Context: an optimization exercise on an open-source flow, tuned for small area. The choices shown serve that exercise and are no tape-out recipe.
Function not checked in this run: the RTL went through the layout flow alone.

<file path="design/flow/design.v">
module FIR_low_pass_filter(
	input clk,
	input rst,
	input [7:0]FIR_IN,
	output reg [16:0]FIR_OUT
);
reg [7:0] d0;
reg [7:0] d1;
reg [7:0] d2;
reg [7:0] d3;
reg [7:0] d4;
reg [7:0] d5;
reg [7:0] d6;
reg [7:0] d7;
reg [7:0] d8;
reg [7:0] d9;
always @(posedge clk or negedge rst)
	if (!rst) begin
		d0 <= 8'b0;
		d1 <= 8'b0;
		d2 <= 8'b0;
		d3 <= 8'b0;
		d4 <= 8'b0;
		d5 <= 8'b0;
		d6 <= 8'b0;
		d7 <= 8'b0;
		d8 <= 8'b0;
		d9 <= 8'b0;
	end else begin
		d0 <= FIR_IN;
		d1 <= d0;
		d2 <= d1;
		d3 <= d2;
		d4 <= d3;
		d5 <= d4;
		d6 <= d5;
		d7 <= d6;
		d8 <= d7;
		d9 <= d8;
	end
wire w1;
wire w2;
wire w4;
wire w5;
wire w7;
wire w9;
wire w11;
wire w13;
wire w15;
wire w17;
wire w19;
wire w20;
wire w22;
wire w24;
wire w26;
wire w28;
wire w30;
wire w32;
wire w34;
wire w35;
wire w37;
wire w39;
wire w41;
wire w43;
wire w45;
wire w47;
wire w49;
wire w50;
wire w52;
wire w54;
wire w56;
wire w58;
wire w59;
wire w61;
wire w62;
wire w64;
wire w65;
wire w67;
wire w68;
wire w70;
wire w71;
wire w73;
wire w75;
wire w77;
wire w79;
wire w81;
wire w83;
wire w85;
wire w86;
wire w88;
wire w90;
wire w92;
wire w94;
wire w96;
wire w98;
wire w100;
wire w101;
wire w103;
wire w104;
wire w106;
wire w107;
wire w109;
wire w111;
wire w113;
wire w115;
wire w117;
wire w119;
wire w121;
wire w122;
wire w124;
wire w126;
wire w128;
wire w130;
wire w132;
wire w134;
wire w136;
wire w137;
wire w139;
wire w141;
wire w143;
wire w145;
wire w147;
wire w149;
wire w151;
wire w152;
wire w154;
wire w155;
wire w157;
wire w159;
wire w161;
wire w163;
wire w165;
wire w167;
wire w169;
wire w170;
wire w172;
wire w174;
wire w176;
wire w178;
wire w180;
wire w182;
wire w184;
wire w185;
wire w187;
wire w189;
wire w191;
wire w193;
wire w195;
wire w197;
wire w199;
wire w200;
wire w202;
wire w204;
wire w206;
wire w208;
wire w209;
wire w211;
wire w212;
wire w214;
wire w215;
wire w217;
wire w219;
wire w221;
wire w223;
wire w225;
wire w227;
wire w229;
wire w230;
wire w232;
wire w234;
wire w236;
wire w238;
wire w240;
wire w242;
wire w244;
wire w245;
wire w247;
wire w249;
wire w251;
wire w253;
wire w255;
wire w257;
wire w259;
wire w260;
wire w262;
wire w264;
wire w266;
wire w268;
wire w269;
wire w271;
wire w272;
wire w274;
wire w276;
wire w278;
wire w280;
wire w282;
wire w284;
wire w286;
wire w287;
wire w289;
wire w291;
wire w293;
wire w295;
wire w297;
wire w299;
wire w301;
wire w302;
wire w304;
wire w306;
wire w308;
wire w310;
wire w312;
wire w314;
wire w316;
wire w317;
wire w319;
wire w321;
wire w323;
wire w325;
wire w327;
wire w329;
wire w330;
wire w332;
wire w333;
wire w335;
wire w336;
wire w338;
wire w340;
wire w342;
wire w344;
wire w346;
wire w348;
wire w350;
wire w351;
wire w353;
wire w355;
wire w357;
wire w359;
wire w361;
wire w363;
wire w365;
wire w366;
wire w368;
wire w370;
wire w372;
wire w374;
wire w376;
wire w378;
wire w380;
wire w381;
wire w383;
wire w385;
wire w387;
wire w389;
wire w391;
wire w393;
wire w394;
wire w396;
wire w397;
wire w399;
wire w400;
wire w402;
wire w404;
wire w406;
wire w408;
wire w410;
wire w412;
wire w414;
wire w415;
wire w417;
wire w419;
wire w421;
wire w423;
wire w425;
wire w427;
wire w429;
wire w430;
wire w432;
wire w434;
wire w436;
wire w438;
wire w440;
wire w442;
wire w444;
wire w445;
wire w447;
wire w449;
wire w451;
wire w453;
wire w455;
wire w457;
wire w458;
wire w460;
wire w461;
wire w463;
wire w464;
wire w466;
wire w467;
wire w469;
wire w470;
wire w472;
wire w473;
wire w475;
wire w476;
wire w478;
wire w479;
wire w481;
wire w482;
wire w484;
wire w485;
wire w487;
wire w488;
wire w490;
wire w491;
wire w493;
wire w494;
wire w496;
wire w497;
wire w499;
wire w500;
wire w502;
wire w503;
wire w505;
wire w506;
wire w508;
wire w509;
wire w511;
wire w512;
wire w514;
wire w515;
wire w517;
wire w518;
wire w520;
wire w521;
wire w523;
wire w524;
wire w526;
wire w527;
wire w529;
wire w530;
wire w532;
wire w533;
wire w535;
wire w536;
wire w538;
wire w539;
wire w541;
wire w542;
wire w544;
wire w545;
wire w547;
wire w548;
wire w550;
wire w551;
wire w553;
wire w554;
wire w556;
wire w557;
wire w559;
wire w560;
wire w562;
wire w563;
wire w565;
wire w566;
wire w568;
wire w569;
wire w571;
wire w572;
wire w574;
wire w575;
wire w577;
wire w578;
wire w580;
wire w581;
wire w583;
wire w584;
wire w586;
wire w587;
wire w589;
wire w590;
wire w592;
wire w593;
wire w595;
wire w596;
wire w598;
wire w599;
wire w601;
wire w602;
wire w604;
wire w605;
wire w607;
wire w608;
wire w610;
wire w611;
wire w613;
wire w615;
wire w617;
wire w619;
wire w621;
wire w623;
wire w625;
wire w627;
wire w629;
wire w631;
wire w633;
wire w635;
wire w637;
wire w638;
wire w640;
wire w642;
wire w644;
wire w646;
wire w648;
wire w650;
wire w652;
wire w653;
wire w655;
wire w657;
wire w659;
wire w661;
wire w663;
wire w665;
wire w667;
wire w669;
wire w671;
wire w673;
wire w675;
wire w677;
wire w679;
fir_ha u3 (.a(d1[0]), .b(d9[0]), .y(w1), .z(w2));
fir_ha u6 (.a(d1[1]), .b(d9[1]), .y(w4), .z(w5));
fir_xr u8 (.a(w4), .b(w2), .y(w7));
fir_aoi u10 (.a(w4), .b(w2), .c(w5), .y(w9));
fir_xn u12 (.a(d1[2]), .b(d9[2]), .y(w11));
fir_xr u14 (.a(w11), .b(w9), .y(w13));
fir_nd u16 (.a(d1[2]), .b(d9[2]), .y(w15));
fir_oai u18 (.a(w11), .b(w9), .c(w15), .y(w17));
fir_ha u21 (.a(d1[3]), .b(d9[3]), .y(w19), .z(w20));
fir_xr u23 (.a(w19), .b(w17), .y(w22));
fir_aoi u25 (.a(w19), .b(w17), .c(w20), .y(w24));
fir_xn u27 (.a(d1[4]), .b(d9[4]), .y(w26));
fir_xr u29 (.a(w26), .b(w24), .y(w28));
fir_nd u31 (.a(d1[4]), .b(d9[4]), .y(w30));
fir_oai u33 (.a(w26), .b(w24), .c(w30), .y(w32));
fir_ha u36 (.a(d1[5]), .b(d9[5]), .y(w34), .z(w35));
fir_xr u38 (.a(w34), .b(w32), .y(w37));
fir_aoi u40 (.a(w34), .b(w32), .c(w35), .y(w39));
fir_xn u42 (.a(d1[6]), .b(d9[6]), .y(w41));
fir_xr u44 (.a(w41), .b(w39), .y(w43));
fir_nd u46 (.a(d1[6]), .b(d9[6]), .y(w45));
fir_oai u48 (.a(w41), .b(w39), .c(w45), .y(w47));
fir_ha u51 (.a(d1[7]), .b(d9[7]), .y(w49), .z(w50));
fir_xr u53 (.a(w49), .b(w47), .y(w52));
fir_aoi u55 (.a(w49), .b(w47), .c(w50), .y(w54));
fir_iv u57 (.a(w54), .y(w56));
fir_ha u60 (.a(d2[0]), .b(d8[0]), .y(w58), .z(w59));
fir_fa u63 (.a(d2[1]), .b(d8[1]), .c(w59), .y(w61), .z(w62));
fir_fa u66 (.a(d2[2]), .b(d8[2]), .c(w62), .y(w64), .z(w65));
fir_fa u69 (.a(d2[3]), .b(d8[3]), .c(w65), .y(w67), .z(w68));
fir_ha u72 (.a(d2[4]), .b(d8[4]), .y(w70), .z(w71));
fir_xr u74 (.a(w70), .b(w68), .y(w73));
fir_aoi u76 (.a(w70), .b(w68), .c(w71), .y(w75));
fir_xn u78 (.a(d2[5]), .b(d8[5]), .y(w77));
fir_xr u80 (.a(w77), .b(w75), .y(w79));
fir_nd u82 (.a(d2[5]), .b(d8[5]), .y(w81));
fir_oai u84 (.a(w77), .b(w75), .c(w81), .y(w83));
fir_ha u87 (.a(d2[6]), .b(d8[6]), .y(w85), .z(w86));
fir_xr u89 (.a(w85), .b(w83), .y(w88));
fir_aoi u91 (.a(w85), .b(w83), .c(w86), .y(w90));
fir_xn u93 (.a(d2[7]), .b(d8[7]), .y(w92));
fir_xr u95 (.a(w92), .b(w90), .y(w94));
fir_nd u97 (.a(d2[7]), .b(d8[7]), .y(w96));
fir_oai u99 (.a(w92), .b(w90), .c(w96), .y(w98));
fir_ha u102 (.a(d3[0]), .b(d7[0]), .y(w100), .z(w101));
fir_fa u105 (.a(d3[1]), .b(d7[1]), .c(w101), .y(w103), .z(w104));
fir_ha u108 (.a(d3[2]), .b(d7[2]), .y(w106), .z(w107));
fir_xr u110 (.a(w106), .b(w104), .y(w109));
fir_aoi u112 (.a(w106), .b(w104), .c(w107), .y(w111));
fir_xn u114 (.a(d3[3]), .b(d7[3]), .y(w113));
fir_xr u116 (.a(w113), .b(w111), .y(w115));
fir_nd u118 (.a(d3[3]), .b(d7[3]), .y(w117));
fir_oai u120 (.a(w113), .b(w111), .c(w117), .y(w119));
fir_ha u123 (.a(d3[4]), .b(d7[4]), .y(w121), .z(w122));
fir_xr u125 (.a(w121), .b(w119), .y(w124));
fir_aoi u127 (.a(w121), .b(w119), .c(w122), .y(w126));
fir_xn u129 (.a(d3[5]), .b(d7[5]), .y(w128));
fir_xr u131 (.a(w128), .b(w126), .y(w130));
fir_nd u133 (.a(d3[5]), .b(d7[5]), .y(w132));
fir_oai u135 (.a(w128), .b(w126), .c(w132), .y(w134));
fir_ha u138 (.a(d3[6]), .b(d7[6]), .y(w136), .z(w137));
fir_xr u140 (.a(w136), .b(w134), .y(w139));
fir_aoi u142 (.a(w136), .b(w134), .c(w137), .y(w141));
fir_xn u144 (.a(d3[7]), .b(d7[7]), .y(w143));
fir_xr u146 (.a(w143), .b(w141), .y(w145));
fir_nd u148 (.a(d3[7]), .b(d7[7]), .y(w147));
fir_oai u150 (.a(w143), .b(w141), .c(w147), .y(w149));
fir_ha u153 (.a(d4[0]), .b(d6[0]), .y(w151), .z(w152));
fir_ha u156 (.a(d4[1]), .b(d6[1]), .y(w154), .z(w155));
fir_xr u158 (.a(w154), .b(w152), .y(w157));
fir_aoi u160 (.a(w154), .b(w152), .c(w155), .y(w159));
fir_xn u162 (.a(d4[2]), .b(d6[2]), .y(w161));
fir_xr u164 (.a(w161), .b(w159), .y(w163));
fir_nd u166 (.a(d4[2]), .b(d6[2]), .y(w165));
fir_oai u168 (.a(w161), .b(w159), .c(w165), .y(w167));
fir_ha u171 (.a(d4[3]), .b(d6[3]), .y(w169), .z(w170));
fir_xr u173 (.a(w169), .b(w167), .y(w172));
fir_aoi u175 (.a(w169), .b(w167), .c(w170), .y(w174));
fir_xn u177 (.a(d4[4]), .b(d6[4]), .y(w176));
fir_xr u179 (.a(w176), .b(w174), .y(w178));
fir_nd u181 (.a(d4[4]), .b(d6[4]), .y(w180));
fir_oai u183 (.a(w176), .b(w174), .c(w180), .y(w182));
fir_ha u186 (.a(d4[5]), .b(d6[5]), .y(w184), .z(w185));
fir_xr u188 (.a(w184), .b(w182), .y(w187));
fir_aoi u190 (.a(w184), .b(w182), .c(w185), .y(w189));
fir_xn u192 (.a(d4[6]), .b(d6[6]), .y(w191));
fir_xr u194 (.a(w191), .b(w189), .y(w193));
fir_nd u196 (.a(d4[6]), .b(d6[6]), .y(w195));
fir_oai u198 (.a(w191), .b(w189), .c(w195), .y(w197));
fir_ha u201 (.a(d4[7]), .b(d6[7]), .y(w199), .z(w200));
fir_xr u203 (.a(w199), .b(w197), .y(w202));
fir_aoi u205 (.a(w199), .b(w197), .c(w200), .y(w204));
fir_iv u207 (.a(w204), .y(w206));
fir_ha u210 (.a(w1), .b(w151), .y(w208), .z(w209));
fir_fa u213 (.a(w7), .b(w157), .c(w209), .y(w211), .z(w212));
fir_ha u216 (.a(w13), .b(w163), .y(w214), .z(w215));
fir_xr u218 (.a(w214), .b(w212), .y(w217));
fir_aoi u220 (.a(w214), .b(w212), .c(w215), .y(w219));
fir_xn u222 (.a(w22), .b(w172), .y(w221));
fir_xr u224 (.a(w221), .b(w219), .y(w223));
fir_nd u226 (.a(w22), .b(w172), .y(w225));
fir_oai u228 (.a(w221), .b(w219), .c(w225), .y(w227));
fir_ha u231 (.a(w28), .b(w178), .y(w229), .z(w230));
fir_xr u233 (.a(w229), .b(w227), .y(w232));
fir_aoi u235 (.a(w229), .b(w227), .c(w230), .y(w234));
fir_xn u237 (.a(w37), .b(w187), .y(w236));
fir_xr u239 (.a(w236), .b(w234), .y(w238));
fir_nd u241 (.a(w37), .b(w187), .y(w240));
fir_oai u243 (.a(w236), .b(w234), .c(w240), .y(w242));
fir_ha u246 (.a(w43), .b(w193), .y(w244), .z(w245));
fir_xr u248 (.a(w244), .b(w242), .y(w247));
fir_aoi u250 (.a(w244), .b(w242), .c(w245), .y(w249));
fir_xn u252 (.a(w52), .b(w202), .y(w251));
fir_xr u254 (.a(w251), .b(w249), .y(w253));
fir_nd u256 (.a(w52), .b(w202), .y(w255));
fir_oai u258 (.a(w251), .b(w249), .c(w255), .y(w257));
fir_ha u261 (.a(w56), .b(w206), .y(w259), .z(w260));
fir_xr u263 (.a(w259), .b(w257), .y(w262));
fir_aoi u265 (.a(w259), .b(w257), .c(w260), .y(w264));
fir_iv u267 (.a(w264), .y(w266));
fir_ha u270 (.a(d5[0]), .b(w100), .y(w268), .z(w269));
fir_ha u273 (.a(d5[1]), .b(w103), .y(w271), .z(w272));
fir_xr u275 (.a(w271), .b(w269), .y(w274));
fir_aoi u277 (.a(w271), .b(w269), .c(w272), .y(w276));
fir_xn u279 (.a(w109), .b(d5[2]), .y(w278));
fir_xr u281 (.a(w278), .b(w276), .y(w280));
fir_nd u283 (.a(w109), .b(d5[2]), .y(w282));
fir_oai u285 (.a(w278), .b(w276), .c(w282), .y(w284));
fir_ha u288 (.a(d5[3]), .b(w115), .y(w286), .z(w287));
fir_xr u290 (.a(w286), .b(w284), .y(w289));
fir_aoi u292 (.a(w286), .b(w284), .c(w287), .y(w291));
fir_xn u294 (.a(w124), .b(d5[4]), .y(w293));
fir_xr u296 (.a(w293), .b(w291), .y(w295));
fir_nd u298 (.a(w124), .b(d5[4]), .y(w297));
fir_oai u300 (.a(w293), .b(w291), .c(w297), .y(w299));
fir_ha u303 (.a(d5[5]), .b(w130), .y(w301), .z(w302));
fir_xr u305 (.a(w301), .b(w299), .y(w304));
fir_aoi u307 (.a(w301), .b(w299), .c(w302), .y(w306));
fir_xn u309 (.a(w139), .b(d5[6]), .y(w308));
fir_xr u311 (.a(w308), .b(w306), .y(w310));
fir_nd u313 (.a(w139), .b(d5[6]), .y(w312));
fir_oai u315 (.a(w308), .b(w306), .c(w312), .y(w314));
fir_ha u318 (.a(d5[7]), .b(w145), .y(w316), .z(w317));
fir_xr u320 (.a(w316), .b(w314), .y(w319));
fir_aoi u322 (.a(w316), .b(w314), .c(w317), .y(w321));
fir_xn u324 (.a(w149), .b(w321), .y(w323));
fir_nab u326 (.a(w321), .b(w149), .y(w325));
fir_iv u328 (.a(w325), .y(w327));
fir_ha u331 (.a(w58), .b(w208), .y(w329), .z(w330));
fir_fa u334 (.a(w61), .b(w330), .c(w211), .y(w332), .z(w333));
fir_ha u337 (.a(w64), .b(w217), .y(w335), .z(w336));
fir_xr u339 (.a(w335), .b(w333), .y(w338));
fir_aoi u341 (.a(w335), .b(w333), .c(w336), .y(w340));
fir_xn u343 (.a(w223), .b(w67), .y(w342));
fir_xr u345 (.a(w342), .b(w340), .y(w344));
fir_nd u347 (.a(w223), .b(w67), .y(w346));
fir_oai u349 (.a(w342), .b(w340), .c(w346), .y(w348));
fir_ha u352 (.a(w73), .b(w232), .y(w350), .z(w351));
fir_xr u354 (.a(w350), .b(w348), .y(w353));
fir_aoi u356 (.a(w350), .b(w348), .c(w351), .y(w355));
fir_xn u358 (.a(w238), .b(w79), .y(w357));
fir_xr u360 (.a(w357), .b(w355), .y(w359));
fir_nd u362 (.a(w238), .b(w79), .y(w361));
fir_oai u364 (.a(w357), .b(w355), .c(w361), .y(w363));
fir_ha u367 (.a(w88), .b(w247), .y(w365), .z(w366));
fir_xr u369 (.a(w365), .b(w363), .y(w368));
fir_aoi u371 (.a(w365), .b(w363), .c(w366), .y(w370));
fir_xn u373 (.a(w253), .b(w94), .y(w372));
fir_xr u375 (.a(w372), .b(w370), .y(w374));
fir_nd u377 (.a(w253), .b(w94), .y(w376));
fir_oai u379 (.a(w372), .b(w370), .c(w376), .y(w378));
fir_ha u382 (.a(w98), .b(w262), .y(w380), .z(w381));
fir_xr u384 (.a(w380), .b(w378), .y(w383));
fir_aoi u386 (.a(w380), .b(w378), .c(w381), .y(w385));
fir_xn u388 (.a(w266), .b(w385), .y(w387));
fir_nab u390 (.a(w385), .b(w266), .y(w389));
fir_iv u392 (.a(w389), .y(w391));
fir_ha u395 (.a(w268), .b(w274), .y(w393), .z(w394));
fir_fa u398 (.a(w274), .b(w280), .c(w394), .y(w396), .z(w397));
fir_ha u401 (.a(w280), .b(w289), .y(w399), .z(w400));
fir_xr u403 (.a(w399), .b(w397), .y(w402));
fir_aoi u405 (.a(w399), .b(w397), .c(w400), .y(w404));
fir_xn u407 (.a(w295), .b(w289), .y(w406));
fir_xr u409 (.a(w406), .b(w404), .y(w408));
fir_nd u411 (.a(w295), .b(w289), .y(w410));
fir_oai u413 (.a(w406), .b(w404), .c(w410), .y(w412));
fir_ha u416 (.a(w295), .b(w304), .y(w414), .z(w415));
fir_xr u418 (.a(w414), .b(w412), .y(w417));
fir_aoi u420 (.a(w414), .b(w412), .c(w415), .y(w419));
fir_xn u422 (.a(w310), .b(w304), .y(w421));
fir_xr u424 (.a(w421), .b(w419), .y(w423));
fir_nd u426 (.a(w310), .b(w304), .y(w425));
fir_oai u428 (.a(w421), .b(w419), .c(w425), .y(w427));
fir_ha u431 (.a(w310), .b(w319), .y(w429), .z(w430));
fir_xr u433 (.a(w429), .b(w427), .y(w432));
fir_aoi u435 (.a(w429), .b(w427), .c(w430), .y(w434));
fir_xn u437 (.a(w323), .b(w319), .y(w436));
fir_xr u439 (.a(w436), .b(w434), .y(w438));
fir_nd u441 (.a(w323), .b(w319), .y(w440));
fir_oai u443 (.a(w436), .b(w434), .c(w440), .y(w442));
fir_ha u446 (.a(w323), .b(w327), .y(w444), .z(w445));
fir_xr u448 (.a(w444), .b(w442), .y(w447));
fir_aoi u450 (.a(w444), .b(w442), .c(w445), .y(w449));
fir_xn u452 (.a(w327), .b(w449), .y(w451));
fir_nab u454 (.a(w449), .b(w327), .y(w453));
fir_iv u456 (.a(w453), .y(w455));
fir_ha u459 (.a(w268), .b(w329), .y(w457), .z(w458));
fir_fa u462 (.a(w208), .b(w458), .c(w332), .y(w460), .z(w461));
fir_ha u465 (.a(w393), .b(w460), .y(w463), .z(w464));
fir_fa u468 (.a(w329), .b(w211), .c(w338), .y(w466), .z(w467));
fir_fa u471 (.a(w461), .b(w396), .c(w464), .y(w469), .z(w470));
fir_ha u474 (.a(w466), .b(w469), .y(w472), .z(w473));
fir_fa u477 (.a(w217), .b(w332), .c(w344), .y(w475), .z(w476));
fir_fa u480 (.a(w402), .b(w467), .c(w475), .y(w478), .z(w479));
fir_fa u483 (.a(w470), .b(w473), .c(w478), .y(w481), .z(w482));
fir_fa u486 (.a(w268), .b(w223), .c(w338), .y(w484), .z(w485));
fir_fa u489 (.a(w353), .b(w484), .c(w408), .y(w487), .z(w488));
fir_fa u492 (.a(w476), .b(w487), .c(w479), .y(w490), .z(w491));
fir_ha u495 (.a(w482), .b(w490), .y(w493), .z(w494));
fir_fa u498 (.a(w393), .b(w232), .c(w344), .y(w496), .z(w497));
fir_fa u501 (.a(w485), .b(w359), .c(w496), .y(w499), .z(w500));
fir_fa u504 (.a(w417), .b(w488), .c(w499), .y(w502), .z(w503));
fir_fa u507 (.a(w491), .b(w502), .c(w494), .y(w505), .z(w506));
fir_fa u510 (.a(w396), .b(w238), .c(w353), .y(w508), .z(w509));
fir_fa u513 (.a(w497), .b(w368), .c(w508), .y(w511), .z(w512));
fir_fa u516 (.a(w423), .b(w500), .c(w511), .y(w514), .z(w515));
fir_fa u519 (.a(d5[0]), .b(w151), .c(w247), .y(w517), .z(w518));
fir_fa u522 (.a(w402), .b(w359), .c(w517), .y(w520), .z(w521));
fir_fa u525 (.a(w509), .b(w374), .c(w432), .y(w523), .z(w524));
fir_fa u528 (.a(w520), .b(w512), .c(w523), .y(w526), .z(w527));
fir_fa u531 (.a(d5[1]), .b(w157), .c(w253), .y(w529), .z(w530));
fir_fa u534 (.a(w408), .b(w518), .c(w368), .y(w532), .z(w533));
fir_fa u537 (.a(w529), .b(w521), .c(w383), .y(w535), .z(w536));
fir_fa u540 (.a(w532), .b(w438), .c(w524), .y(w538), .z(w539));
fir_fa u543 (.a(w535), .b(w527), .c(w538), .y(w541), .z(w542));
fir_fa u546 (.a(d5[2]), .b(w163), .c(w262), .y(w544), .z(w545));
fir_fa u549 (.a(w417), .b(w530), .c(w374), .y(w547), .z(w548));
fir_fa u552 (.a(w544), .b(w533), .c(w387), .y(w550), .z(w551));
fir_fa u555 (.a(w547), .b(w447), .c(w536), .y(w553), .z(w554));
fir_fa u558 (.a(w550), .b(w539), .c(w553), .y(w556), .z(w557));
fir_fa u561 (.a(d5[3]), .b(w172), .c(w266), .y(w559), .z(w560));
fir_fa u564 (.a(w423), .b(w545), .c(w559), .y(w562), .z(w563));
fir_fa u567 (.a(w383), .b(w548), .c(w391), .y(w565), .z(w566));
fir_fa u570 (.a(w562), .b(w451), .c(w551), .y(w568), .z(w569));
fir_fa u573 (.a(w565), .b(w554), .c(w568), .y(w571), .z(w572));
fir_fa u576 (.a(d5[4]), .b(w178), .c(w560), .y(w574), .z(w575));
fir_fa u579 (.a(w432), .b(w387), .c(w563), .y(w577), .z(w578));
fir_fa u582 (.a(w574), .b(w455), .c(w566), .y(w580), .z(w581));
fir_fa u585 (.a(w577), .b(w569), .c(w580), .y(w583), .z(w584));
fir_fa u588 (.a(d5[5]), .b(w187), .c(w438), .y(w586), .z(w587));
fir_fa u591 (.a(w391), .b(w575), .c(w586), .y(w589), .z(w590));
fir_fa u594 (.a(w578), .b(w589), .c(w581), .y(w592), .z(w593));
fir_fa u597 (.a(d5[6]), .b(w193), .c(w447), .y(w595), .z(w596));
fir_fa u600 (.a(w587), .b(w595), .c(w590), .y(w598), .z(w599));
fir_fa u603 (.a(d5[7]), .b(w202), .c(w451), .y(w601), .z(w602));
fir_fa u606 (.a(w596), .b(w601), .c(w599), .y(w604), .z(w605));
fir_fa u609 (.a(w206), .b(w455), .c(w602), .y(w607), .z(w608));
fir_ha u612 (.a(w503), .b(w514), .y(w610), .z(w611));
fir_xr u614 (.a(w610), .b(w506), .y(w613));
fir_aoi u616 (.a(w610), .b(w506), .c(w611), .y(w615));
fir_xn u618 (.a(w515), .b(w526), .y(w617));
fir_xr u620 (.a(w617), .b(w615), .y(w619));
fir_nd u622 (.a(w515), .b(w526), .y(w621));
fir_oai u624 (.a(w617), .b(w615), .c(w621), .y(w623));
fir_xr u626 (.a(w541), .b(w623), .y(w625));
fir_nd u628 (.a(w541), .b(w623), .y(w627));
fir_xn u630 (.a(w542), .b(w556), .y(w629));
fir_xr u632 (.a(w629), .b(w627), .y(w631));
fir_nd u634 (.a(w542), .b(w556), .y(w633));
fir_oai u636 (.a(w629), .b(w627), .c(w633), .y(w635));
fir_ha u639 (.a(w557), .b(w571), .y(w637), .z(w638));
fir_xr u641 (.a(w637), .b(w635), .y(w640));
fir_aoi u643 (.a(w637), .b(w635), .c(w638), .y(w642));
fir_xn u645 (.a(w572), .b(w583), .y(w644));
fir_xr u647 (.a(w644), .b(w642), .y(w646));
fir_nd u649 (.a(w572), .b(w583), .y(w648));
fir_oai u651 (.a(w644), .b(w642), .c(w648), .y(w650));
fir_ha u654 (.a(w584), .b(w592), .y(w652), .z(w653));
fir_xr u656 (.a(w652), .b(w650), .y(w655));
fir_aoi u658 (.a(w652), .b(w650), .c(w653), .y(w657));
fir_xn u660 (.a(w593), .b(w598), .y(w659));
fir_xr u662 (.a(w659), .b(w657), .y(w661));
fir_nd u664 (.a(w593), .b(w598), .y(w663));
fir_oai u666 (.a(w659), .b(w657), .c(w663), .y(w665));
fir_xr u668 (.a(w604), .b(w665), .y(w667));
fir_nd u670 (.a(w604), .b(w665), .y(w669));
fir_xn u672 (.a(w605), .b(w607), .y(w671));
fir_xr u674 (.a(w671), .b(w669), .y(w673));
fir_nd u676 (.a(w605), .b(w607), .y(w675));
fir_oai u678 (.a(w671), .b(w669), .c(w675), .y(w677));
fir_xr u680 (.a(w608), .b(w677), .y(w679));
wire [16:0] y = {w679, w673, w667, w661, w655, w646, w640, w631, w625, w619, w613, w505, w493, w481, w472, w463, w457};
always @(posedge clk or negedge rst)
	if (!rst)
		FIR_OUT <= 17'b0;
	else
		FIR_OUT <= y;
endmodule
module fir_aoi(input a, input b, input c, output y);
	assign y = ~((a & b) | c);
endmodule
module fir_fa(input a, input b, input c, output y, output z);
	assign y = a ^ b ^ c;
	assign z = (a & b) | (a & c) | (b & c);
endmodule
module fir_ha(input a, input b, output y, output z);
	assign y = a ^ b;
	assign z = a & b;
endmodule
module fir_iv(input a, output y);
	assign y = ~a;
endmodule
module fir_nab(input a, input b, output y);
	assign y = ~(~a & b);
endmodule
module fir_nd(input a, input b, output y);
	assign y = ~(a & b);
endmodule
module fir_oai(input a, input b, input c, output y);
	assign y = ~((a | b) & c);
endmodule
module fir_xn(input a, input b, output y);
	assign y = ~(a ^ b);
endmodule
module fir_xr(input a, input b, output y);
	assign y = a ^ b;
endmodule
</file>
<file path="design/flow/flow/run.sh">
#!/bin/bash
# Own layout flow: the standard flow (standard.sh) with synthesis unchanged and
# two layout settings changed: the ports are buffered with sky130_fd_sc_hd__buf_1
# instead of the default buffer, and CTS inserts no dummy loads (clock buffers
# clkbuf_8 as in config.mk). Each step's full output goes to its own log file here.
set -euo pipefail
bash standard.sh synth > synth.log 2>&1
bash standard.sh \
  BUFFER_PORTS_ARGS="-buffer_cell sky130_fd_sc_hd__buf_1" \
  CTS_ARGS="-sink_clustering_enable -repair_clock_nets -dont_use_dummy_load -buf_list sky130_fd_sc_hd__clkbuf_8" \
  finish > layout.log 2>&1
</file>
<file path="design/flow/standard.sh">
#!/bin/bash
# synth_recipe.tcl (not shown) runs the flow's synth.tcl, then flattens the netlist and writes it again
# the make line also repeats each setting of config.mk as NAME=value (left out here)
make -C /OpenROAD-flow-scripts/flow DESIGN_CONFIG=/design/flow/config.mk WORK_HOME=/design/flow/orfs CLKGATE_MAP_FILE= SYNTH_SCRIPT=/design/flow/synth_recipe.tcl "${@:-finish}"
</file>
<file path="design/flow/config.mk">
export PLATFORM = sky130hd
export DESIGN_NAME = FIR_low_pass_filter
export DESIGN_NICKNAME = FIR_low_pass_filter
export VERILOG_FILES = /design/flow/design.v
export SDC_FILE = /design/flow/constraint.sdc
export NUM_CORES = 4
export LEC_CHECK = 0
export CAP_MARGIN = 20
export CORE_MARGIN = 2
export CORE_UTILIZATION = 40
export CTS_BUF_LIST = sky130_fd_sc_hd__clkbuf_8
export SLEW_MARGIN = 20
export SYNTH_HIERARCHICAL = 1
export SYNTH_MINIMUM_KEEP_SIZE = 0
</file>
<file path="design/flow/constraint.sdc">
create_clock -name core_clock -period 7.0 [get_ports {clk}]
set_input_delay 1.4000 -clock core_clock [delete_from_list [all_inputs] [get_ports {clk}]]
set_output_delay 1.4000 -clock core_clock [all_outputs]
set_load 0.01 [all_outputs]
</file>
==> results.py <==
metrics = {
    "floorplan": {
        "die_y_microns": 121,
        "core_sq_um": 13300,
        "fp.dieArea_sq_um": 14600,
        "initial_core_util_pct": 41.0,
        "die_x_microns": 121,
        "io_pins": 27,
        "row_count": 42,
    },
    "synth": {
        "yosys_warnings": 7,
        "synth_top_area_cell": "dfrtp_1",
        "ys_ff_latch": 97,
        "synthCells": 388,
        "ys_seq_area_share_pct": 44.5,
        "syn-num-nets": 496,
        "synth_top_flop_cell": "dfrtp_1",
        "synthTopCellsByCount": "dfrtp_1, xor2_1, fa_1, ha_1, a21oi_2",
        "ys_async_sr_fraction_pct": 100,
        "avgSynthCellArea_sq_um": 14.1,
        "synth.distinct_cells": 10,
        "syn-cell-area_sq_um": 5460,
        "synth-edff-count": 0,
        "yosysTopAreaCellShare_pct": 44.5,
        "yosysMostFrequentCell": "dfrtp_1",
        "synthTopCellsByArea": "dfrtp_1, fa_1, xor2_1",
    },
    "worst_setup_path": {
        "rrSetupSlack_ns": 0.50,
        "endpoint_kind": "register",
        "worstPathArrival_ns": 6.80,
        "crit_type": "register to register",
        "crit_required_ns": 7.30,
        "critPathSlowestCell": "fa_1",
        "rr_worst_depth": 24,
        "r2r-start": "d4[1]",
        "cp_cell_sequence": "ha_1 > a21oi_2 > xor2_1 > ha_1 > a21oi_2 > o21ai_1 > a21oi_2 > o21ai_1 > xor2_1 > ha_1 > a21oi_2 > xor2_1 > fa_1 > fa_1 > fa_1 > xnor2_1 > o21ai_1 > a21oi_2 > o21ai_1 > a21oi_2 > o21ai_1 > nand2_1 > o21ai_1 > xor2_1",
        "cp_num_buf_inv": 0,
        "cp_top_family": "adder cells",
        "critPathMaxFanout": 2,
        "r2r_end": "FIR_OUT[16]",
        "worst_path_largest_cell_delay_ns": 0.57,
        "startpoint_type": "register",
    },
    "final_layout": {
        "finalNonFillerCells": 600,
        "final_util_pct": 44.5,
        "regMostFlops": "FIR_OUT",
        "largest_register_ffs": 17,
        "nets": 534,
        "fillers": 1212,
        "drive_gt1_share_pct": 10.4,
        "diodes": 0,
        "area_growth_syn_to_layout_pct": 8.44,
    },
    "placed_design": {
        "routabilityCongestion": 0.764,
        "hpwl_microns": 7310,
        "dp.cells": 591,
        "io_buffers": 26,
        "dpl_worst_slack_ns": 0.459,
    },
    "cts": {
        "ctsHoldBuffers": 0,
        "htree_num_levels": 3,
        "numCtsBuffers": 9,
        "post-cts-setup-buffers": 0,
        "path_clk_slew_ns": 0.09,
        "tritoncts": "yes",
        "cts_buffer_depth": 2,
        "worst_skew_pair.late_latency_ns": 0.37,
        "cts.sinks": 97,
        "cts_root_buf": "clkbuf_8",
    },
    "global_routing": {
        "grt_pass1_wl_microns": 15500,
        "grt_pass1_vias": 3100,
        "antenna_found_initial": 0,
        "grt.total_usage_pct": 14.4,
        "overflow": 0,
        "grt_max_degree": 50,
    },
    "timing": {
        "fin_hold_ws_ns": 0.350,
        "skew_ns": 0.0236,
        "layout_setup_ws_ns": 0.497,
        "finalCritPeriodShare_pct": 92.9,
        "tightest_slew_ns": 0.689,
        "hold_violations": 0,
        "clock.fmax_mhz": 154,
        "timing.setup.tns_ns": 0,
        "grt_setup_unrepaired": "no",
        "finalMaxSlewViolations": 0,
        "setup_violations": 0,
        "maxSlewHeadroom_pct": 54.1,
        "period_needed_ns": 6.50,
    },
    "drt": {
        "drt_first_iter_violations": 85,
        "wl_per_cell_microns": 15.1,
        "drc": 0,
        "vias_per_cell": 4.58,
        "num_vias": 2748,
        "drtPass1Iterations": 4,
        "drt_wl_total_microns": 9080,
        "ant_nets": 0,
    },
    "min_path": {
        "min_path_cells": 0,
        "hp-class": "register to register",
        "min_from": "d0[3]",
        "min_delay_worst_endpoint": "d1[3]",
    },
    "status": {
        "status": "timing/DRC/antenna clean",
    },
    "job": {
        "cap_violations": 0,
    },
}
[per-module statistics from Yosys, one instance, submodules excluded]
module,flip-flops and latches,area (sq um)
fir_aoi,0,8.76
fir_oai,0,5.00
fir_nd,0,3.75
fir_xr,0,8.76
fir_fa,0,20.0
fir_ha,0,12.5
fir_xn,0,8.76
fir_iv,0,3.75
FIR_low_pass_filter,97,2430
fir_nab,0,6.26
[layer usage]
| layer | track usage, % | part of all wire [%] |
|---|---|---|
| met1 | 19.4 | 48 |
| met5 | 0 | 0 |
| met4 | 4.80 | 1.5 |
| met3 | 3.54 | 2.7 |
| met2 | 22.9 | 47 |
[cell type report]
cell class	count	area, sq um	share of cell area, %
clock buffers	9	124	2.09
inverters	6	22.5	0.381
multi-input cells	285	3010	50.9
flip-flops and latches	97	2430	41.0
well taps	176	220	3.72
repair buffers	27	109	1.84
[through the flow]
stage                     area [sq um]
after CTS                         5910
final                             5920
after global placement            5790
after detailed placement          5790
after floorplan                   5460
after global routing              5920
[logic make-up after synthesis]
family                     Yosys count  share of synthesized area, %
DFF                                 97                          44.5
xor gates and xnor gates            94                          15.1
buffers and inverters                6                         0.413
AOI/OAI and AO/OA                   60                          7.70
and+or+nand+nor                     33                          2.41
adders and majority gates           98                          29.9
[worst register-to-register path: stages, from the launching register on]
cell     delay (ns)
dfrtp_1        0.39
ha_1           0.34
a21oi_2        0.19
xor2_1         0.35
ha_1           0.34
a21oi_2        0.19
o21ai_1        0.14
a21oi_2        0.19
o21ai_1        0.13
xor2_1         0.33
ha_1           0.33
a21oi_2        0.20
xor2_1         0.30
fa_1           0.51
fa_1           0.57
fa_1           0.45
xnor2_1        0.17
o21ai_1        0.23
a21oi_2        0.10
o21ai_1        0.24
a21oi_2        0.10
o21ai_1        0.21
nand2_1        0.12
o21ai_1        0.17
xor2_1         0.15
[how the worst max path moves through the flow]
stage                     start  slack, ns     endpoint  depth (start not counted)
after detailed placement  d4[1]       0.46  FIR_OUT[16]                         24
final                     d4[1]       0.50  FIR_OUT[16]                         24
after CTS                 d4[1]       0.40  FIR_OUT[16]                         24
after global routing      d4[1]       0.02  FIR_OUT[16]                         24
after floorplan           d2[0]       1.18  FIR_OUT[16]                         22
after global placement    d4[1]       0.49  FIR_OUT[16]                         24
[repair_timing]
action,4_1_cts,5_1_grt
resized for setup,0,1
endpoints found under the hold margin,0,0
setup endpoints to repair,0,1
[cell usage in the layout, fill, tap and decap left out]
cell type  instances
dfrtp_1           97
xor2_1            62
fa_1              54
ha_1              44
a21oi_2           32
xnor2_1           31
nand2_1           30
o21ai_1           28
buf_1             25
clkbuf_8           9
inv_1              6
nand2b_1           3
xor2_2             1
clkbuf_4           1
buf_4              1

==> port drivers added, routing unchanged <==
The results above use ideal ports. As a check the final layout listed here was re-extracted and re-timed, cells and wires unchanged.
Step 1 (the two cells are an assumption about what drives the block):
set clk [get_ports {clk}]
set_driving_cell -lib_cell sky130_fd_sc_hd__clkbuf_16 $clk
set_driving_cell -lib_cell sky130_fd_sc_hd__buf_2 [delete_from_list [all_inputs] $clk]
Step 2 adds t to the input delays and takes it off the output delays; t is the mean of the earliest and latest rising clock arrival at the registers after step 1. Input paths then give back, and output paths get back, about the clock's delay inside the block.
a / b / c = no drivers / after step 1 / after step 2; a / b = the first two.
t, ns: 0.394
setup slack, ns: 0.497 / 0.497 / 0.497
clock arrival spread, ns: 0.025 / 0.024
slew at the worst register clock pin (ns): 0.09 / 0.09
worst data-port slew with drivers (ns): 0.03
After both steps setup and hold are still met in this run. The setup slack of this run moves by 0.000 ns with the drivers and by 0.000 ns with both steps.
